Background: an optimization exercise with open tools, aiming at small area. Do not read the settings as production practice. The RTL of this run was laid out without a check of its function. Power and IR drop assume default switching activity.

[design/flow/design.v]
module FIFO (clk, reset, data_in, put, get, data_out, empty, full, fillcount);
parameter DEPTH_P2 = 5;  
parameter WIDTH = 8;
output 	[WIDTH-1:0] 	data_out;
output 					empty, full;
output 	[DEPTH_P2:0] 	fillcount;  
input 	[WIDTH-1:0] 	data_in;
input 					put, get;
input 					reset, clk;
reg						empty, full;
reg 	[DEPTH_P2:0] 	fillcount;
reg 	[WIDTH-1:0] 	fifo_array [2**DEPTH_P2-1:0];
reg		[WIDTH-1:0]		data_out;
reg 	[DEPTH_P2-1:0] 	rd_ptr;
reg 	[DEPTH_P2-1:0] 	wr_ptr;
always @ (posedge clk)
begin
	if(reset)
	begin
		rd_ptr <= 0;
		wr_ptr <= 0;
		empty <= 1;
		full <= 0;
		fillcount <= 0;
	end
	else
	begin
		if (put && !full && get && !empty)
		begin
			fifo_array[wr_ptr] <= data_in;
			data_out <= fifo_array[rd_ptr];
			wr_ptr <= wr_ptr + 1;
			rd_ptr <= rd_ptr + 1;
		end
		else if (put && !full)
		begin
			fifo_array[wr_ptr] <= data_in;
			wr_ptr <= wr_ptr + 1;
			fillcount <= fillcount + 1;
			if (empty)
				empty <= 0;				
			if (fillcount == 2**DEPTH_P2 - 1)
				full <= 1;
		end
		else if (get && !empty)
		begin
			data_out <= fifo_array[rd_ptr];
			rd_ptr <= rd_ptr + 1;
			fillcount <= fillcount - 1;
			if (full)
				full <= 0;
			if (fillcount == 1)
				empty <= 1;
		end
	end
end
endmodule
module ddr3_init_engine(
   ready, csbar, rasbar, casbar, webar, ba, a, odt, ts_con, cke, resetbar,
   clk, reset, init, ck
   );
input clk, reset, init, ck;
output ready, csbar, rasbar, casbar, webar, odt, ts_con, cke, resetbar;
output [2:0] ba;
output [12:0] a;
reg ready;
reg cke;
reg csbar;
reg rasbar;
reg casbar;
reg webar;
reg resetbar;
reg [2:0] ba;
reg [12:0] a;
reg odt;
reg [15:0] dq_out;
reg [1:0] dqs_out;
reg [1:0] dqsbar_out;   
reg ts_con;
reg INIT, RESET;
reg [18:0]  counter;
reg flag;
localparam	[3:0]	
		NOP 		= 4'b0111,
		ZQCL	 	= 4'b0110,
		MRS			= 4'b0000;		
always @(posedge clk)
begin
	INIT <= init;
	RESET <= reset;
	if (RESET)
	begin
		flag <= 0;
		cke <= 0;
		odt <= 0;
		a <= 0;
		ba <= 0;
		ts_con <= 0;
		csbar <= 0;
		casbar <= 0;
		rasbar <= 0;
		webar <= 0;
		resetbar <= 0;
		ready <= 0;		
	end
	else if (flag == 0 && INIT == 1)
	begin
		flag <= 1;
		counter <= 0;
	end
	else if (flag == 1)
	begin
		counter <= counter + 1;
		case (counter)
		19'd0:  begin
		resetbar <= 0; 
		end		
		19'd0+1250:  begin 
		cke <= 0;
		end
		19'd0+1250+10: begin 
			resetbar <= 1; 
			end
		19'd0+1250+10+3125: begin
			cke <= 1;
			{csbar, rasbar, casbar, webar} <= NOP;
			end 
       	19'd0+1250+10+3125+76: begin
                	{csbar, rasbar, casbar, webar} <= MRS;  
					a[12:11] <= 0;
                	a[10:9] <= 0;  
					a[8] <= 0;
					a[7:6] <= 0;  
					a[5:3] <= 3'b000;  
					a[2:0] <= 0;
					ba <= 3'b010;
	                end
		19'd0+1250+10+3125+76+2: {csbar, rasbar, casbar, webar} <= NOP;  
        19'd0+1250+10+3125+76+2+6: begin
        	        {csbar, rasbar, casbar, webar} <= MRS;  
        	        a <= 0;   
        	        ba <= 3'b011;
	                end
        19'd0+1250+10+3125+76+2+6+2: {csbar, rasbar, casbar, webar} <= NOP;  
        19'd0+1250+10+3125+76+2+6+2+6: begin
        	        {csbar, rasbar, casbar, webar} <= MRS;  
					a[12] <= 0;  
					a[11] <= 0;  
					a[10] <= 0;
					{a[9], a[6], a[2]} <= 3'b000;  
					a[8] <= 0;
					a[7] <= 0;  
					{a[5], a[1]} <= 2'b00;  
					a[4:3] <= 2'b10;  
					a[0] <= 0;  
					ba <= 3'b001;
	                end
        19'd0+1250+10+3125+76+2+6+2+6+2: {csbar, rasbar, casbar, webar} <= NOP;  
        19'd0+1250+10+3125+76+2+6+2+6+2+6: begin
        	        {csbar, rasbar, casbar, webar} <= MRS;  
        	        a[12] <= 0;  
               		a[11:9] <= 3'b010;  
                	a[8] <= 1;  
					a[7] <= 0;
					a[6:4] <= 3'b001;  
					a[3] <= 0;  
					a[2] <= 0;
					a[1:0] <= 2'b00;  
                	ba <= 3'b000;  
	                end
        19'd0+1250+10+3125+76+2+6+2+6+2+6+2: {csbar, rasbar, casbar, webar} <= NOP;  
		19'd0+1250+10+3125+76+2+6+2+6+2+6+2+30: begin
				{csbar, rasbar, casbar, webar} <= ZQCL; 
				a[10] <= 1; 
				end
		19'd0+1250+10+3125+76+2+6+2+6+2+6+2+30+2: {csbar, rasbar, casbar, webar} <= NOP;  
       	19'd0+1250+10+3125+76+2+6+2+6+2+6+2+30+2+1024: begin
				{csbar, rasbar, casbar, webar} <= NOP;  
				ready <= 1;  
				end
		default: begin
			flag <= 1;
                end
	endcase
	end
end
endmodule
module ddr3_ring_buffer8 (clk, dout, listen, strobe, readPtr, din, reset);
   input clk;
   input listen;    
   input strobe;    
   input reset;
   input [15:0]  din;
   input [2:0] 	 readPtr;  
   output [15:0] dout;
   reg 	[15:0] 	dout;
   reg 	[15:0] 	r0, r1, r2, r3, r4, r5, r6, r7;
   reg 			F0;
   wire 		fStrobe;
   reg 	[2:0] 	count;
   assign fStrobe = strobe & (listen | F0);
   always @(posedge clk)
   begin
		if (reset)
		begin
			F0 <= 0;
			count <= 0;
		end
		else if (fStrobe)
		begin
			count <= count + 1;
			F0 <= (count != 3'd7);
		end
		else if (listen)
			F0 <= 1;
	end
	always @(posedge clk)
	begin
		if (fStrobe)
			case (count)
			  3'd0: r0 <= din;
			  3'd1: r1 <= din;
			  3'd2: r2 <= din;
			  3'd3: r3 <= din;
			  3'd4: r4 <= din;
			  3'd5: r5 <= din;
			  3'd6: r6 <= din;
			  3'd7: r7 <= din;
			endcase
	end
   always @ (r0 or r1 or r2 or r3 or r4 or r5 or r6 or r7 or readPtr)
	 begin
		case (readPtr)
		  3'b000: dout = r0;
		  3'b001: dout = r1;
		  3'b010: dout = r2;
		  3'b011: dout = r3;
		  3'b100: dout = r4;
		  3'b101: dout = r5;
		  3'b110: dout = r6;
		  3'b111: dout = r7;
		  default: dout = r0;
		endcase  
	 end
endmodule  
module Processing_logic(
	DATA_get, 
	CMD_get,
	RETURN_put, 
	RETURN_address, RETURN_data,   
	cs_bar, ras_bar, cas_bar, we_bar,   
	BA, A, DM,
	DQS_out, DQ_out,
	ts_con, modify_setting,
	clk, ck, reset, ready, 
	CMD_empty, CMD_data_out, DATA_data_out,
	RETURN_full,
	DQS_in, DQ_in
	);
	parameter BL = 8;   
	parameter BT = 0;   
	parameter CL = 5;   
	parameter AL = 3;   
	input 	 	  clk, ck, reset, ready;
	input 	 	  CMD_empty, RETURN_full;
	input [33:0]  CMD_data_out;
	input [15:0]  DATA_data_out;
	input [15:0]  DQ_in;
	input         DQS_in;
	output reg 			CMD_get;
	output reg		 	DATA_get, RETURN_put;
	output reg [25:0] 	RETURN_address;
	output wire [15:0] 	RETURN_data;
	output reg			cs_bar, ras_bar, cas_bar, we_bar;
	output reg [2:0]	BA;
	output reg [12:0] 	A;
	output reg [1:0]	DM;
	output reg [15:0]  	DQ_out;
	output reg [1:0]   	DQS_out;
	output reg ts_con;
	output reg modify_setting;
	reg [2:0] read_pointer;
	reg [2:0] state;
	reg	[11:0] counter;
	reg [12:0] refresh_counter;
	reg [25:0] CMD_addr;
	reg [1:0] CMD_sz;
	reg BLOCK_cmd;
	reg [15:0] ATOMIC_data;
	reg	ATOMIC_cmd;
	reg [15:0] ATOMIC_data_in;
	reg listen;	
	reg DM_flag;
	localparam	[2:0]
		IDLE 		= 3'b000,
		MODIFY		= 3'b001,
		DECODE		= 3'b010,
		REFRESH	 	= 3'b011,
		S_GNR 		= 3'b100,
		S_GNW 		= 3'b101,
		S_ATRW 		= 3'b110;
	localparam	[2:0]
		SCR 		= 3'b001,
		SCW 		= 3'b010,
		BLR			= 3'b011,
		BLW			= 3'b100,
		ATR			= 3'b101,
		ATW			= 3'b110;
	localparam	[3:0]
		NOP			= 4'b0111,
		ACT			= 4'b0011,
		READ		= 4'b0101,
		WRITE		= 4'b0100,
		PRE			= 4'b0010,
		MRS			= 4'b0000,
		ZQCS		= 4'b0110,
		REF			= 4'b0001;	
always @(posedge clk)
    if (reset)
	begin
		modify_setting <= 0;
	    counter <= 0;
		refresh_counter <= 0;
		state <= IDLE;
		CMD_get <= 0;
		DATA_get <= 0;
		RETURN_put <= 0;
		ts_con <= 0;
		DM_flag <= 0;
		{cs_bar, ras_bar, cas_bar, we_bar} <= NOP;
		listen <= 0;
		BLOCK_cmd <= 0;
		ATOMIC_cmd <= 0;
		A <= 0;
		BA <= 0;
		CMD_addr <= 0;
		CMD_sz <= 0;
		read_pointer <= 0;
	end
	else
	  begin
        RETURN_address <= CMD_addr;
		ATOMIC_data <= ATOMIC_data_in;
		if (ready && modify_setting)
			refresh_counter <= refresh_counter + 1;
		case (state)
			IDLE:
			begin
				counter <= 0;
				if (ready)
				begin
					if (!modify_setting)
						state <= MODIFY;
					if (CMD_get)
					begin
						CMD_get <= 0;
						state <= DECODE;
					end
					else 
					begin
						if (refresh_counter[12])
						begin
							if (!ck)
								state <= REFRESH;
						end
						else if (!CMD_empty)
							CMD_get <= 1;
					end
				end
			end
			MODIFY:
			begin
				counter <= counter + 1;
				 case (counter)
					0:  begin
								{cs_bar, ras_bar, cas_bar, we_bar} <= PRE;  
								A[10] <= 1;
							 end
					0+2: begin
								{cs_bar, ras_bar, cas_bar, we_bar} <= NOP;
							 end
					0+2+10: begin
								{cs_bar, ras_bar, cas_bar, we_bar} <= MRS;  
								A[12] <= 0;  
								A[11] <= 0;  
								A[10] <= 0;
								{A[9], A[6], A[2]} <= 3'b001;  
								A[8] <= 0;
								A[7] <= 0;  
								{A[5], A[1]} <= 2'b00;  
								A[4:3] <= 2'b01;  
								A[0] <= 0;  
								BA <= 3'b001;
							end
					0+2+10+2: {cs_bar, ras_bar, cas_bar, we_bar} <= NOP;  
					0+2+10+2+6: begin
								{cs_bar, ras_bar, cas_bar, we_bar} <= MRS;  
								A[12] <= 0;  
								A[11:9] <= 3'b010;  
								A[8] <= 1;  
								A[7] <= 0;
								A[6:4] <= 3'b001;  
								A[3] <= 0;  
								A[2] <= 0;
								A[1:0] <= 2'b10;  
								BA <= 3'b000;  
							end
					0+2+10+2+6+2: {cs_bar, ras_bar, cas_bar, we_bar} <= NOP;  
					0+2+10+2+6+2+30: begin
								{cs_bar, ras_bar, cas_bar, we_bar} <= ZQCS; 
								A[10] <= 0; 
							end
					0+2+10+2+6+2+30+2: {cs_bar, ras_bar, cas_bar, we_bar} <= NOP;  
					0+2+10+2+6+2+30+2+128: begin
								{cs_bar, ras_bar, cas_bar, we_bar} <= MRS;  
								A[12] <= 0;  
								A[11] <= 0;  
								A[10] <= 0;
								{A[9], A[6], A[2]} <= 3'b000;  
								A[8] <= 0;
								A[7] <= 0;  
								{A[5], A[1]} <= 2'b00;  
								A[4:3] <= 2'b10;  
								A[0] <= 0;  
								BA <= 3'b001;
							end
					0+2+10+2+6+2+30+2+128+2: {cs_bar, ras_bar, cas_bar, we_bar} <= NOP;  
					0+2+10+2+6+2+30+2+128+2+6: begin
								{cs_bar, ras_bar, cas_bar, we_bar} <= MRS;  
								A[12] <= 0;  
								A[11:9] <= 3'b010;  
								A[8] <= 1;  
								A[7] <= 0;
								A[6:4] <= 3'b001;  
								A[3] <= 0;  
								A[2] <= 0;
								A[1:0] <= 2'b00;  
								BA <= 3'b000;  
							end
					0+2+10+2+6+2+30+2+128+2+6+2: {cs_bar, ras_bar, cas_bar, we_bar} <= NOP;  
					0+2+10+2+6+2+30+2+128+2+6+2+1024: begin
							state <= IDLE;  
							modify_setting <= 1;
						end
				endcase
			end
			REFRESH:
			begin
				counter <= counter + 1;
				case (counter)
					0:
					begin
						{cs_bar, ras_bar, cas_bar, we_bar} <= REF;
					end
					0+2:
					begin
						{cs_bar, ras_bar, cas_bar, we_bar} <= NOP;
					end
					0+2+88:
					begin
						state <= IDLE;
						refresh_counter <= 0;
					end
				endcase
			end
			DECODE:
			begin
				CMD_addr <= CMD_data_out[30:5];
				CMD_sz <= CMD_data_out[4:3];
				if (!ck)
				begin					
					case (CMD_data_out[33:31])
						SCR:
						begin
							state <= S_GNR;
							BLOCK_cmd <= 0;
							ATOMIC_cmd <= 0;
						end
						SCW:
						begin
							state <= S_GNW;
							BLOCK_cmd <= 0;
							ATOMIC_cmd <= 0;
						end
						BLR:
						begin
							state <= S_GNR;
							BLOCK_cmd <= 1;
							ATOMIC_cmd <= 0;
						end
						BLW:
						begin
							state <= S_GNW;
							BLOCK_cmd <= 1;
							ATOMIC_cmd <= 0;
						end
						ATR, ATW:
						begin
							state <= S_ATRW;
							BLOCK_cmd <= 0;
							ATOMIC_cmd <= 1;
						end
						default: state <= IDLE;
					endcase
				end				
			end
			S_GNR:
			begin
				counter <= counter + 1;
				case (counter)
					0:
					begin
						{cs_bar, ras_bar, cas_bar, we_bar} <= ACT;
						A[12:0] <= CMD_addr[22:10];
						BA <= CMD_addr[25:23];
					end
					0+2:
					begin
						{cs_bar, ras_bar, cas_bar, we_bar} <= NOP;
					end
					0+2+2:
					begin
						{cs_bar, ras_bar, cas_bar, we_bar} <= READ;
						A[10] <= 1;  
						A[9:0] <= CMD_addr[9:0];
					end
					0+2+2+2:
					begin
						{cs_bar, ras_bar, cas_bar, we_bar} <= NOP;
					end
					0+2+2+2+16-2:
					begin
						listen <= 1;						
					end
					0+2+2+2+16-2+1:
					begin
						listen <= 0;
						read_pointer <= 0;
					end
					0+2+2+2+16-2+1+1:
					begin
						RETURN_put <= 1;
						CMD_addr <= CMD_addr + 1;
					end
					0+2+2+2+16-2+1+2, 0+2+2+2+16-2+1+3, 0+2+2+2+16-2+1+4, 0+2+2+2+16-2+1+5, 0+2+2+2+16-2+1+6, 0+2+2+2+16-2+1+7, 0+2+2+2+16-2+1+8:
					begin
						if (!BLOCK_cmd)
							RETURN_put <= 0;
						CMD_addr <= CMD_addr + 1;
						read_pointer <= read_pointer + 1;
					end
					0+2+2+2+16-2+1+9:
					begin
						RETURN_put <= 0;
					end
					0+2+2+2+16-2+1+6+10:
					begin
						if (CMD_sz == 0 || !BLOCK_cmd)
							state <= IDLE;
						else
						begin
							counter <= 0;
							CMD_sz <= CMD_sz - 1;
						end							
					end
				endcase
			end
			S_GNW:
			begin
				counter <= counter + 1;
				case (counter)
					0:
					begin
						{cs_bar, ras_bar, cas_bar, we_bar} <= ACT;
						A[12:0] <= CMD_addr[22:10];
						BA <= CMD_addr[25:23];
					end
					0+2:
					begin
						{cs_bar, ras_bar, cas_bar, we_bar} <= NOP;
					end
					0+2+2:
					begin
						{cs_bar, ras_bar, cas_bar, we_bar} <= WRITE;
						A[10] <= 1;  
						A[9:0] <= CMD_addr[9:0];
					end
					0+2+2+2:
					begin
						{cs_bar, ras_bar, cas_bar, we_bar} <= NOP;
					end
					0+2+2+2+16-4:
					begin
						ts_con <= 1;
						DQS_out <= 0;
					end
					0+2+2+2+16-4+1:
					begin
						DATA_get <= 1;
						DQS_out <= ~DQS_out;
					end
					0+2+2+2+16-4+1+1:
					begin
						DQS_out <= ~DQS_out;
						if (CMD_addr[2:0] == 0)
							DM_flag <= 1;
						if (!BLOCK_cmd)
							DATA_get <= 0;
					end
					0+2+2+2+16-4+1+1+1, 0+2+2+2+16-4+1+1+2, 0+2+2+2+16-4+1+1+3, 0+2+2+2+16-4+1+1+4, 0+2+2+2+16-4+1+1+5, 0+2+2+2+16-4+1+1+6:  
					begin
						DQS_out <= ~DQS_out;
						if (counter == 0+2+2+2+16-4+1+1 + CMD_addr[2:0])
							DM_flag <= 1;
						if (DM_flag && !BLOCK_cmd)
							DM_flag <= 0;
					end
					0+2+2+2+16-4+1+1+7:
					begin
						DATA_get <= 0;
						DQS_out <= ~DQS_out;
						if (counter == 0+2+2+2+16-4+1+1 + CMD_addr[2:0])
							DM_flag <= 1;
						if (DM_flag && !BLOCK_cmd)
							DM_flag <= 0;
					end
					0+2+2+2+16-4+1+1+8:
					begin
						DQS_out <= ~DQS_out;
						DM_flag <= 0;						
						CMD_addr <= CMD_addr + 8;
					end
					0+2+2+2+16-4+1+1+9:
					begin
						ts_con <= 0;
					end
					0+2+2+2+16-4+1+1+9+20:
					begin
						if (CMD_sz == 0 || !BLOCK_cmd)
							state <= IDLE;
						else
						begin
							counter <= 0;
							CMD_sz <= CMD_sz - 1;
						end	
					end				
				endcase
			end
			S_ATRW:
			begin
				counter <= counter + 1;
				case (counter)
					0:
					begin
						{cs_bar, ras_bar, cas_bar, we_bar} <= ACT;
						A[12:0] <= CMD_addr[22:10];
						BA <= CMD_addr[25:23];
					end
					0+2:
					begin
						{cs_bar, ras_bar, cas_bar, we_bar} <= NOP;
					end
					0+2+2:
					begin
						{cs_bar, ras_bar, cas_bar, we_bar} <= READ;
						A[10] <= 0;  
						A[9:0] <= CMD_addr[9:0];
					end
					0+2+2+2:
					begin
						{cs_bar, ras_bar, cas_bar, we_bar} <= NOP;
					end
					0+2+2+2+8+4-2:
					begin
						{cs_bar, ras_bar, cas_bar, we_bar} <= WRITE;
						A[10] <= 1;
					end
					0+2+2+2+8+4-2+2:
					begin
						{cs_bar, ras_bar, cas_bar, we_bar} <= NOP;
					end
					0+2+2+2+16-2:
					begin
						listen <= 1;						
					end
					0+2+2+2+16-2+1:
					begin
						listen <= 0;
						read_pointer <= 0;
					end
					0+2+2+2+16-2+1+1:
					begin
						DATA_get <= 1;
						if (CMD_data_out[33:31] == ATR)
							RETURN_put <= 1;
					end
					0+2+2+2+16-2+1+2:
					begin
						DATA_get <= 0;
						RETURN_put <= 0;
					end
					0+2+2+2+8+4-2+2+16-4:
					begin
						ts_con <= 1;
						DQS_out <= 0;
					end
					0+2+2+2+8+4-2+2+16-4+1:
					begin
						DQS_out <= ~DQS_out;
					end
					0+2+2+2+8+4-2+2+16-4+1+1:
					begin
						DQS_out <= ~DQS_out;
						if (CMD_addr[2:0] == 0)
							DM_flag <= 1;
					end
					0+2+2+2+8+4-2+2+16-4+1+1+1, 0+2+2+2+8+4-2+2+16-4+1+1+2, 0+2+2+2+8+4-2+2+16-4+1+1+3, 0+2+2+2+8+4-2+2+16-4+1+1+4, 0+2+2+2+8+4-2+2+16-4+1+1+5, 0+2+2+2+8+4-2+2+16-4+1+1+6, 0+2+2+2+8+4-2+2+16-4+1+1+7, 0+2+2+2+8+4-2+2+16-4+1+1+8:  
					begin
						DQS_out <= ~DQS_out;
						if (counter == 0+2+2+2+8+4-2+2+16-4+1+1 + CMD_addr[2:0])
							DM_flag <= 1;
						if (DM_flag)
							DM_flag <= 0;
					end
					0+2+2+2+8+4-2+2+16-4+1+1+9:
					begin
						ts_con <= 0;
					end
					0+2+2+2+8+4-2+2+16-4+1+1+9+18:
					begin
						state <= IDLE;
					end
				endcase
			end
		endcase
	  end
always @(CMD_data_out, RETURN_data, DATA_data_out)
begin
	case (CMD_data_out[2:0])
		3'b000: ATOMIC_data_in = ~RETURN_data;
		3'b001: ATOMIC_data_in = RETURN_data + DATA_data_out;
		3'b010: ATOMIC_data_in = RETURN_data | DATA_data_out;
		3'b011: ATOMIC_data_in = RETURN_data & DATA_data_out;
		3'b100: ATOMIC_data_in = RETURN_data ^ DATA_data_out;
		3'b101: ATOMIC_data_in = {RETURN_data[7:0], RETURN_data[15:8]};
		3'b110: ATOMIC_data_in = {1'b0,RETURN_data[15:1]};
		3'b111: ATOMIC_data_in = {RETURN_data[14:0], 1'b0};
	endcase
end
ddr3_ring_buffer8 ring_buffer(clk, RETURN_data, listen, DQS_in, read_pointer[2:0], DQ_in, reset);
always @(negedge clk)
  begin
    DQ_out <= (ATOMIC_cmd)? ATOMIC_data : DATA_data_out;
    if(DM_flag)
        DM <= 2'b00;
    else
        DM <= 2'b11;
  end
endmodule  
module ddr3_controller(
	dout, raddr, fillcount, validout, notfull, ready, ck_pad, ckbar_pad,
	cke_pad, csbar_pad, rasbar_pad, casbar_pad, webar_pad, ba_pad,
	a_pad, dm_pad, odt_pad, resetbar_pad,
	dq_out, dq_oe, dqs_out, dqsbar_out,
	clk, reset, read, cmd, sz, op, din, addr, initddr,
	dq_in, dq_valid
	);
	parameter BL = 8;  
	parameter BT = 0;    
	parameter CL = 5;   
	parameter AL = 3;   
	localparam	[2:0]
		SCR 		= 3'b001,
		SCW 		= 3'b010,
		BLR			= 3'b011,
		BLW			= 3'b100,
		ATR			= 3'b101,
		ATW			= 3'b110;
	input 	 	clk;
	input 	 	reset;
	input 	 	read;
	input [2:0] cmd;
	input [15:0] din;
	input [25:0] addr;
	input [1:0] sz;
	input [2:0] op;
	output [15:0] dout;
	output [25:0] raddr;
	output [5:0]  fillcount;
	output 		 validout;
	output 		 notfull;
	input 		 initddr;
	output 		 ready;
	output 		 ck_pad;
	output 		 ckbar_pad;
	output 		 cke_pad;
	output 		 csbar_pad;
	output 		 rasbar_pad;
	output 		 casbar_pad;
	output 		 webar_pad;
	output [2:0]  ba_pad;
	output [12:0] a_pad;
	output [15:0] dq_out;      
	output 		 dq_oe;       
	output [1:0]  dqs_out;     
	output [1:0]  dqsbar_out;  
	input [15:0]  dq_in;       
	input 		 dq_valid;    
	output [1:0] dm_pad;
	output 		 odt_pad;
	output		 resetbar_pad;
	wire [15:0]		dataOut;				 
	wire			notfull;				 
	wire [5:0]		CMD_fillcount, RETURN_fillcount;		 
	wire [5:0]		fillcount;
	wire 		 ts_con, ts_i;
	wire 		 ready_i, init_odt, modify_setting;
	reg 		 ck_i;
	wire 		 cke_i;
	wire 		 csbar_i;
	wire 		 rasbar_i;
	wire 		 casbar_i;
	wire 		 webar_i;
	wire [2:0] 	 ba_i;
	wire [12:0]  a_i;
	wire [15:0]  dq_i;
	wire [1:0] 	 dqs_i;
	wire [1:0] 	 dqsbar_i;
	wire [1:0] 	 dm_i;
	wire 		 odt_i;
	wire		 resetbar_i;
	wire 		csbar, init_csbar;
	wire 		rasbar, init_rasbar;
	wire 		casbar, init_casbar;
	wire 		webar, init_webar;
	wire 		resetbar, init_resetbar;
	wire [2:0] 	ba, init_ba;
	wire [12:0]	a,init_a;
	wire [1:0] 	init_dm;
	wire 		init_cke;
	wire 		init_ts_con;
	wire [15:0] IN_data_out;
	wire [33:0] CMD_data_in, CMD_data_out;
	wire [41:0] RETURN_data_in, RETURN_data_out;
	wire 		IN_empty, IN_full, CMD_empty, CMD_full, RETURN_empty, RETURN_full;
	wire 		IN_get, CMD_get, RETURN_put, RETURN_get;
	reg 		IN_put, CMD_put;	
	reg			IN_BLW_put;
	reg	 [4:0]	IN_BLW_counter;
	reg			validout;
	always @(posedge clk) 
	   if (reset==1)
	   begin
		   ck_i <= 0;
	   end
	   else
		   ck_i <= ~ck_i;   
	FIFO #(.DEPTH_P2(5), .WIDTH(16)) FIFO_IN ( 
						  .clk					(clk),
						  .reset				(reset),
						  .data_in              (din),
						  .put  				(IN_put),
						  .get					(IN_get),
						  .data_out				(IN_data_out),
						  .empty			    (IN_empty),
						  .full			     	(IN_full),
						  .fillcount			(fillcount)
						  ); 
	FIFO #(.DEPTH_P2(5), .WIDTH(34)) FIFO_CMD ( 
						  .clk					(clk),
						  .reset				(reset),
						  .data_in              (CMD_data_in),
						  .put  				(CMD_put),
						  .get					(CMD_get),
						  .data_out				(CMD_data_out),
						  .empty			    (CMD_empty),
						  .full			     	(CMD_full),
						  .fillcount			(CMD_fillcount)
						  ); 
	FIFO #(.DEPTH_P2(5), .WIDTH(42)) FIFO_RETURN ( 
						  .clk					(clk),
						  .reset				(reset),
						  .data_in              (RETURN_data_in),
						  .put  				(RETURN_put),
						  .get					(RETURN_get),
						  .data_out				(RETURN_data_out),
						  .empty			    (RETURN_empty),
						  .full			     	(RETURN_full),
						  .fillcount			(RETURN_fillcount)
						  ); 
	ddr3_init_engine XINIT (
						   .ready				(ready_i),
						   .csbar				(init_csbar),
						   .rasbar				(init_rasbar),
						   .casbar				(init_casbar),
						   .webar				(init_webar),
						   .ba					(init_ba[2:0]),
						   .a					(init_a[12:0]),
						   .odt					(init_odt),
						   .ts_con				(init_ts_con),
						   .cke                 (init_cke),
						   .resetbar			(init_resetbar),
						   .clk					(clk),
						   .reset				(reset),
						   .init				(initddr),
						   .ck					(ck_i)		   );
	Processing_logic  XPL  (
							.DATA_get			(IN_get), 
							.CMD_get			(CMD_get),
							.RETURN_put			(RETURN_put), 
							.RETURN_address		(RETURN_data_in[41:16]), 
							.RETURN_data		(RETURN_data_in[15:0]),  
							.cs_bar				(csbar), 
							.ras_bar			(rasbar), 
							.cas_bar			(casbar), 
							.we_bar				(webar), 
							.BA					(ba[2:0]),
							.A					(a[12:0]), 
							.DM					(dm_i[1:0]),
							.DQS_out			(dqs_i[1:0]), 
							.DQ_out				(dq_i[15:0]),
							.ts_con				(ts_con),
							.modify_setting     (modify_setting),
							.clk				(clk), 
							.ck					(ck_i), 
							.reset				(reset), 
							.ready				(ready_i), 
							.CMD_empty			(CMD_empty), 
							.CMD_data_out		(CMD_data_out),
							.DATA_data_out		(IN_data_out),
							.RETURN_full		(RETURN_full),
							.DQS_in				(dq_valid), 
							.DQ_in				(dq_in[15:0])	);
	always @(cmd, CMD_full, IN_full, IN_BLW_put)
	begin
		CMD_put = 0;
		IN_put = 0;
		if (IN_BLW_put)
			IN_put = ~IN_full;
		else
		begin
			case (cmd)
				SCR, BLR:
				begin
					if (!CMD_full)
					begin
						CMD_put = 1;
					end
				end
				SCW, BLW, ATW, ATR:
				begin
					if (!CMD_full && !IN_full)
					begin
						CMD_put = 1;
						IN_put = 1;
					end
				end
				default:begin
				end
			endcase	
		end
	end
	always @(posedge clk)
	begin
		if (reset)
		begin
			IN_BLW_counter <= 0;
			IN_BLW_put <= 0;
		end
		else
		begin
			if (!IN_BLW_put)
			begin
				if (cmd == BLW && CMD_put)
				begin
					IN_BLW_put <= 1;
					IN_BLW_counter <= (sz + 1) * 8 - 2;  
				end
			end
			else
			begin
				if (IN_BLW_counter == 0)
					IN_BLW_put <= 0;
				else if (!IN_full)
					IN_BLW_counter <= IN_BLW_counter - 1;
			end
		end
	end
	always @(posedge clk)
	begin
		if (reset)
			validout <= 0;
		else
			validout <= RETURN_get & ~RETURN_empty;
	end
	assign		 CMD_data_in  = {cmd, addr, sz, op};
	assign		 RETURN_get	  = read;
	assign		 raddr        = RETURN_data_out[41:16];
	assign		 dout		  = RETURN_data_out[15:0];
	assign		 notfull	  = ~CMD_full;
	assign		 ts_i     = (ready_i) ? ts_con : init_ts_con;
	assign 		 a_i 	  = (ready_i) ? a      : init_a;
	assign 		 ba_i 	  = (ready_i) ? ba     : init_ba;
	assign 		 csbar_i  = (ready_i) ? csbar  : init_csbar;
	assign 		 rasbar_i = (ready_i) ? rasbar : init_rasbar;
	assign 		 casbar_i = (ready_i) ? casbar : init_casbar;
	assign 		 webar_i  = (ready_i) ? webar  : init_webar;	
	assign		 resetbar_i = init_resetbar & ~reset;
	assign		 dqsbar_i = ~dqs_i;
	assign 		 cke_i 	  = init_cke;
	assign 		 odt_i 	  = init_odt;
	assign		 ready    = ready_i & modify_setting;
	assign		 ck_pad       = ck_i;
	assign		 ckbar_pad    = ~ck_i;
	assign		 cke_pad      = cke_i;
	assign		 csbar_pad    = csbar_i;
	assign		 rasbar_pad   = rasbar_i;
	assign		 casbar_pad   = casbar_i;
	assign		 webar_pad    = webar_i;
	assign		 ba_pad       = ba_i;
	assign		 a_pad        = a_i;
	assign		 dm_pad       = dm_i;
	assign		 odt_pad      = odt_i;
	assign		 resetbar_pad = resetbar_i;
	assign		 dq_out       = dq_i;
	assign		 dq_oe        = ts_i;
	assign		 dqs_out      = dqs_i;
	assign		 dqsbar_out   = dqsbar_i;
endmodule  
[design/flow/run.sh]
#!/bin/bash
# synth_recipe.tcl (not shown) runs the flow's synth.tcl, then flattens the netlist and writes it again
# the make line also repeats each setting of config.mk as NAME=value (left out here)
make -C /OpenROAD-flow-scripts/flow DESIGN_CONFIG=/design/flow/config.mk WORK_HOME=/design/flow/orfs CLKGATE_MAP_FILE= SYNTH_SCRIPT=/design/flow/synth_recipe.tcl finish
[design/flow/config.mk]
export PLATFORM = sky130hd
export DESIGN_NAME = ddr3_controller
export DESIGN_NICKNAME = ddr3_controller
export VERILOG_FILES = /design/flow/design.v
export SDC_FILE = /design/flow/constraint.sdc
export NUM_CORES = 4
export LEC_CHECK = 0
export CAP_MARGIN = 20
export CORE_MARGIN = 2
export CORE_UTILIZATION = 40
export PLACE_DENSITY = 0.6
export SLEW_MARGIN = 20
[design/flow/constraint.sdc]
create_clock -name core_clock -period 15.0 [get_ports {clk}]
set_input_delay 3.0000 -clock core_clock [delete_from_list [all_inputs] [get_ports {clk}]]
set_output_delay 3.0000 -clock core_clock [all_outputs]
set_load 0.01 [all_outputs]
==> results.rst <==
.. list-table::
   :header-rows: 1

   * - Metric
     - Value
   * - Worst reg2reg path startpoint
     - XPL.ATOMIC_cmd
   * - Length of the first detailed-routing pass in iterations
     - 6
   * - Max IR drop VDD
     - 0.0001119 V
   * - Launching element type of the critical path
     - register
   * - Top delay family on crit path
     - buffers and inverters
   * - Number of max-slew violations in the final report
     - 0
   * - Peak fanout along the critical path
     - 2
   * - Fraction of post-synthesis cell area in the top cell type by area
     - 72.09%
   * - Yosys reg bits
     - 3425
   * - Clock latency on the worst-skew pair
     - 0.94 ns
   * - Site Rows
     - 212
   * - Port Buffer Count
     - 167
   * - Hpwl dp
     - 181300 µm
   * - Dominant register cell in the synthesized netlist
     - sky130_fd_sc_hd__edfxtp_1
   * - Syn_area_per_cell
     - 20.69 µm²
   * - Antenna violations before repair
     - 21
   * - Share of the yosys chip area belonging to registers
     - 75.04%
   * - Most common cell in the synthesized netlist
     - sky130_fd_sc_hd__edfxtp_1
   * - Routed WL
     - 331900 µm
   * - Static power due to leakage
     - 46.71 nW
   * - Total overflow reported by the global router
     - 0
   * - Data arrival at the endpoint of the critical path
     - 9.26 ns
   * - Initial DRC Count
     - 6665
   * - Share of cells above drive strength 1
     - 26.46%
   * - Number of instances in the synthesized netlist
     - 6498
   * - Initial core utilization
     - 40.25%
   * - Number of DRC violations after detailed routing
     - 0
   * - End of the worst hold path
     - XINIT.ba[1]
   * - Unrepaired setup endpoints after global routing
     - false
   * - RePlAce Congestion
     - 0.8529
   * - Wire length of the first global-routing pass
     - 479800 µm
   * - Actual slew at the worst max-slew pin
     - 1.141 ns
   * - Register Area
     - 0.1009 mm²
   * - Height of the chip
     - 583.7 µm
   * - Worst hold path depth
     - 2
   * - Number of buffers inserted for hold repair after clock tree synthesis
     - 0
   * - Worst min-delay path startpoint
     - XINIT.ba[1]
   * - Setup repair bufs after CTS
     - 0
   * - Overall track demand over capacity in global routing
     - 19.28%
   * - H-tree levels
     - 5
   * - Number of synthesis warnings
     - 7
   * - Number of global-route vias before repair
     - 67420
   * - Area inside the core boundary
     - 0.3340 mm²
   * - Highest cell delay on the worst timing path
     - 0.54 ns
   * - CP Capture Type
     - primary output
   * - Final setup fails
     - 0
   * - Max stage delay cell, worst path
     - sky130_fd_sc_hd__clkdlybuf4s50_1
   * - Number of vias in the routed layout
     - 66470
   * - CTS tree
     - yes
   * - Final clock skew
     - 0.07645 ns
   * - Path category of the worst min-delay check
     - register to register
   * - Result of the run
     - complete, no violations
   * - TNS Setup
     - 0 ns
   * - Commonest cells post-synth
     - sky130_fd_sc_hd__edfxtp_1, sky130_fd_sc_hd__mux4_2, sky130_fd_sc_hd__nor2_1
   * - EDFF count, synth
     - 3227
   * - Buffers from clock root to sink, at most
     - 4
   * - Relative slew slack
     - 23.87%
   * - Post-Route Utilization
     - 46.03%
   * - Layout overhead on the synthesized area
     - 14.37%
   * - Number of gates resized after cts
     - 0
   * - Clk root buf
     - sky130_fd_sc_hd__clkbuf_16
   * - Multi-input combinational cell area
     - 0.03234 mm²
   * - Die Span X
     - 583.7 µm
   * - Slack of the worst reg-to-reg path
     - 6.33 ns
   * - Distinct cell type count of the synthesized netlist
     - 102
   * - Share of flip-flops with an asynchronous set or reset after synthesis
     - 0%
   * - Maximum number of pins on one net before global-route repair
     - 156
   * - ANT nets after route
     - 0
   * - Count of cells along the worst register-to-register path
     - 2
   * - Cell types with the largest area share after synthesis
     - sky130_fd_sc_hd__edfxtp_1, sky130_fd_sc_hd__mux4_2, sky130_fd_sc_hd__dfxtp_1
   * - Filler cell count
     - 27530
   * - Floorplan die area
     - 0.3407 mm²
   * - Cell area power density
     - 126.3 mW/mm²
   * - Top-level I/O count
     - 170
   * - Destination of the worst register-to-register timing path
     - XPL.DQ_out[7]
   * - Number of hold violations in the final report
     - 0
   * - Worst path buffer plus inverter count
     - 1
   * - Critical-path cell list
     - clkdlybuf4s50_1
   * - WL/cell
     - 28.69 µm
   * - CTS Buf Count
     - 359
   * - Final #Nets
     - 7034
   * - Via-per-instance ratio
     - 5.745
   * - Number of sinks on the clock net
     - 3425
   * - Register clock-pin slew on the reported worst setup and hold paths
     - 0.06 ns
   * - Maximum capacitance violations
     - 0
   * - Largest area contributor in the netlist
     - sky130_fd_sc_hd__edfxtp_1
   * - Data required time at the worst endpoint
     - 12.00 ns
   * - Count of cell instances traversed by the critical path
     - 1
   * - Syn Std Cell Area
     - 0.1344 mm²
   * - Worst Path Class, Setup
     - register to primary output
[cell usage in the layout (no fill, tap or decap), types with 21 or more instances in the layout]
master,Yosys,routed
sky130_fd_sc_hd__xnor2_1,33,33
sky130_fd_sc_hd__nand3_1,64,64
sky130_fd_sc_hd__and3_1,26,26
sky130_fd_sc_hd__mux2_2,100,100
sky130_fd_sc_hd__edfxtp_1,3227,3227
sky130_fd_sc_hd__a221oi_1,23,23
sky130_fd_sc_hd__ha_1,86,86
sky130_fd_sc_hd__a211oi_1,24,24
sky130_fd_sc_hd__bufinv_16,0,21
sky130_fd_sc_hd__o21ai_0,114,113
sky130_fd_sc_hd__nand2_1,190,190
sky130_fd_sc_hd__clkbuf_16,0,366
sky130_fd_sc_hd__clkdlybuf4s50_1,0,137
sky130_fd_sc_hd__mux4_2,920,920
sky130_fd_sc_hd__nor2b_1,23,23
sky130_fd_sc_hd__buf_2,29,29
sky130_fd_sc_hd__xor2_1,54,54
sky130_fd_sc_hd__nor2_4,0,69
sky130_fd_sc_hd__dfxtp_1,198,184
sky130_fd_sc_hd__a21oi_1,135,135
sky130_fd_sc_hd__nor2_1,345,270
sky130_fd_sc_hd__clkbuf_1,246,69
sky130_fd_sc_hd__clkinv_1,2,79
sky130_fd_sc_hd__and2_1,23,23
sky130_fd_sc_hd__nand4_1,42,42
sky130_fd_sc_hd__a22oi_1,23,23
sky130_fd_sc_hd__clkinv_2,1,76
sky130_fd_sc_hd__nor3_1,47,46
sky130_fd_sc_hd__buf_4,3,163
sky130_fd_sc_hd__mux2i_1,41,41
sky130_fd_sc_hd__inv_1,91,97
[routing by layer]
layer,track usage (%),share of wire (%),vias up
met1,26.89,42,35900
met2,31.94,49,2267
met3,2.406,5.8,535
met5,0,0.037,-
met4,5.493,2.8,20
li1,-,-,27750
[how the worst max path moves through the flow]
stage	startpoint	endpoint	slack, ns
floorplan	XPL.DM[0]	dm_pad[1]	4.01
global placement	XPL.DM[0]	dm_pad[1]	3.65
detailed placement	XPL.DM[0]	dm_pad[1]	3.63
CTS	XPL.DM[0]	dm_pad[1]	2.68
global route	XPL.DM[0]	dm_pad[1]	2.67
finish	XPL.DM[0]	dm_pad[1]	2.74
[sequential cells by signal, indices dropped and copies added, names as in the netlist, 19 cells and up, named ones only]
name                    count
FIFO_CMD.data_out          34
FIFO_CMD.fifo_array      1088
FIFO_IN.fifo_array        512
FIFO_RETURN.data_out       42
FIFO_RETURN.fifo_array   1344
XINIT.counter              19
XPL.CMD_addr               26
XPL.RETURN_address         26
[final cells by class]
type | count | area share [%]
antenna | 9 | 0.01465
timing repair buffer | 354 | 2.059
inverter | 96 | 0.2360
clock inverter | 230 | 1.218
multi-input combinational | 2623 | 21.04
clock buffer | 446 | 6.219
sequential | 3425 | 65.65
tap | 4387 | 3.571
[metrics by stage]
stage          power (W)  worst slack [ns]  hold WS (ns)  cells  instance area (µm²)
5_1_grt          0.01997             2.672        0.5052  11560               153700
4_1_cts          0.01959             2.675        0.4775  11540               153500
2_1_floorplan    0.01082             4.015        0.4064   6499               134400
3_5_place_dp     0.01102             3.634        0.4678  10870               142100
3_3_place_gp     0.01101             3.648        0.4470  10870               142100
6_report         0.01942             2.739        0.4739  11570               153700
[where the power goes]
| part | total [W] | switching, W | internal [W] |
|---|---|---|---|
| Sequential | 0.0105 | 0.0000469 | 0.0105 |
| Clock | 0.00861 | 0.00370 | 0.00491 |
| Combinational | 0.000303 | 0.000214 | 0.0000884 |
| Total | 0.0194 | 0.00396 | 0.0155 |
[kinds of logic after synthesis]
kind of cell | after synthesis | share of synthesized area [%]
compound gates | 512 | 2.590
mux | 1065 | 16.63
simple gates | 869 | 3.034
buf+inv | 451 | 1.315
other cells | 1 | 0.002790
fa+ha+maj | 88 | 0.8229
flops | 3425 | 75.04
xor+xnor | 87 | 0.5669
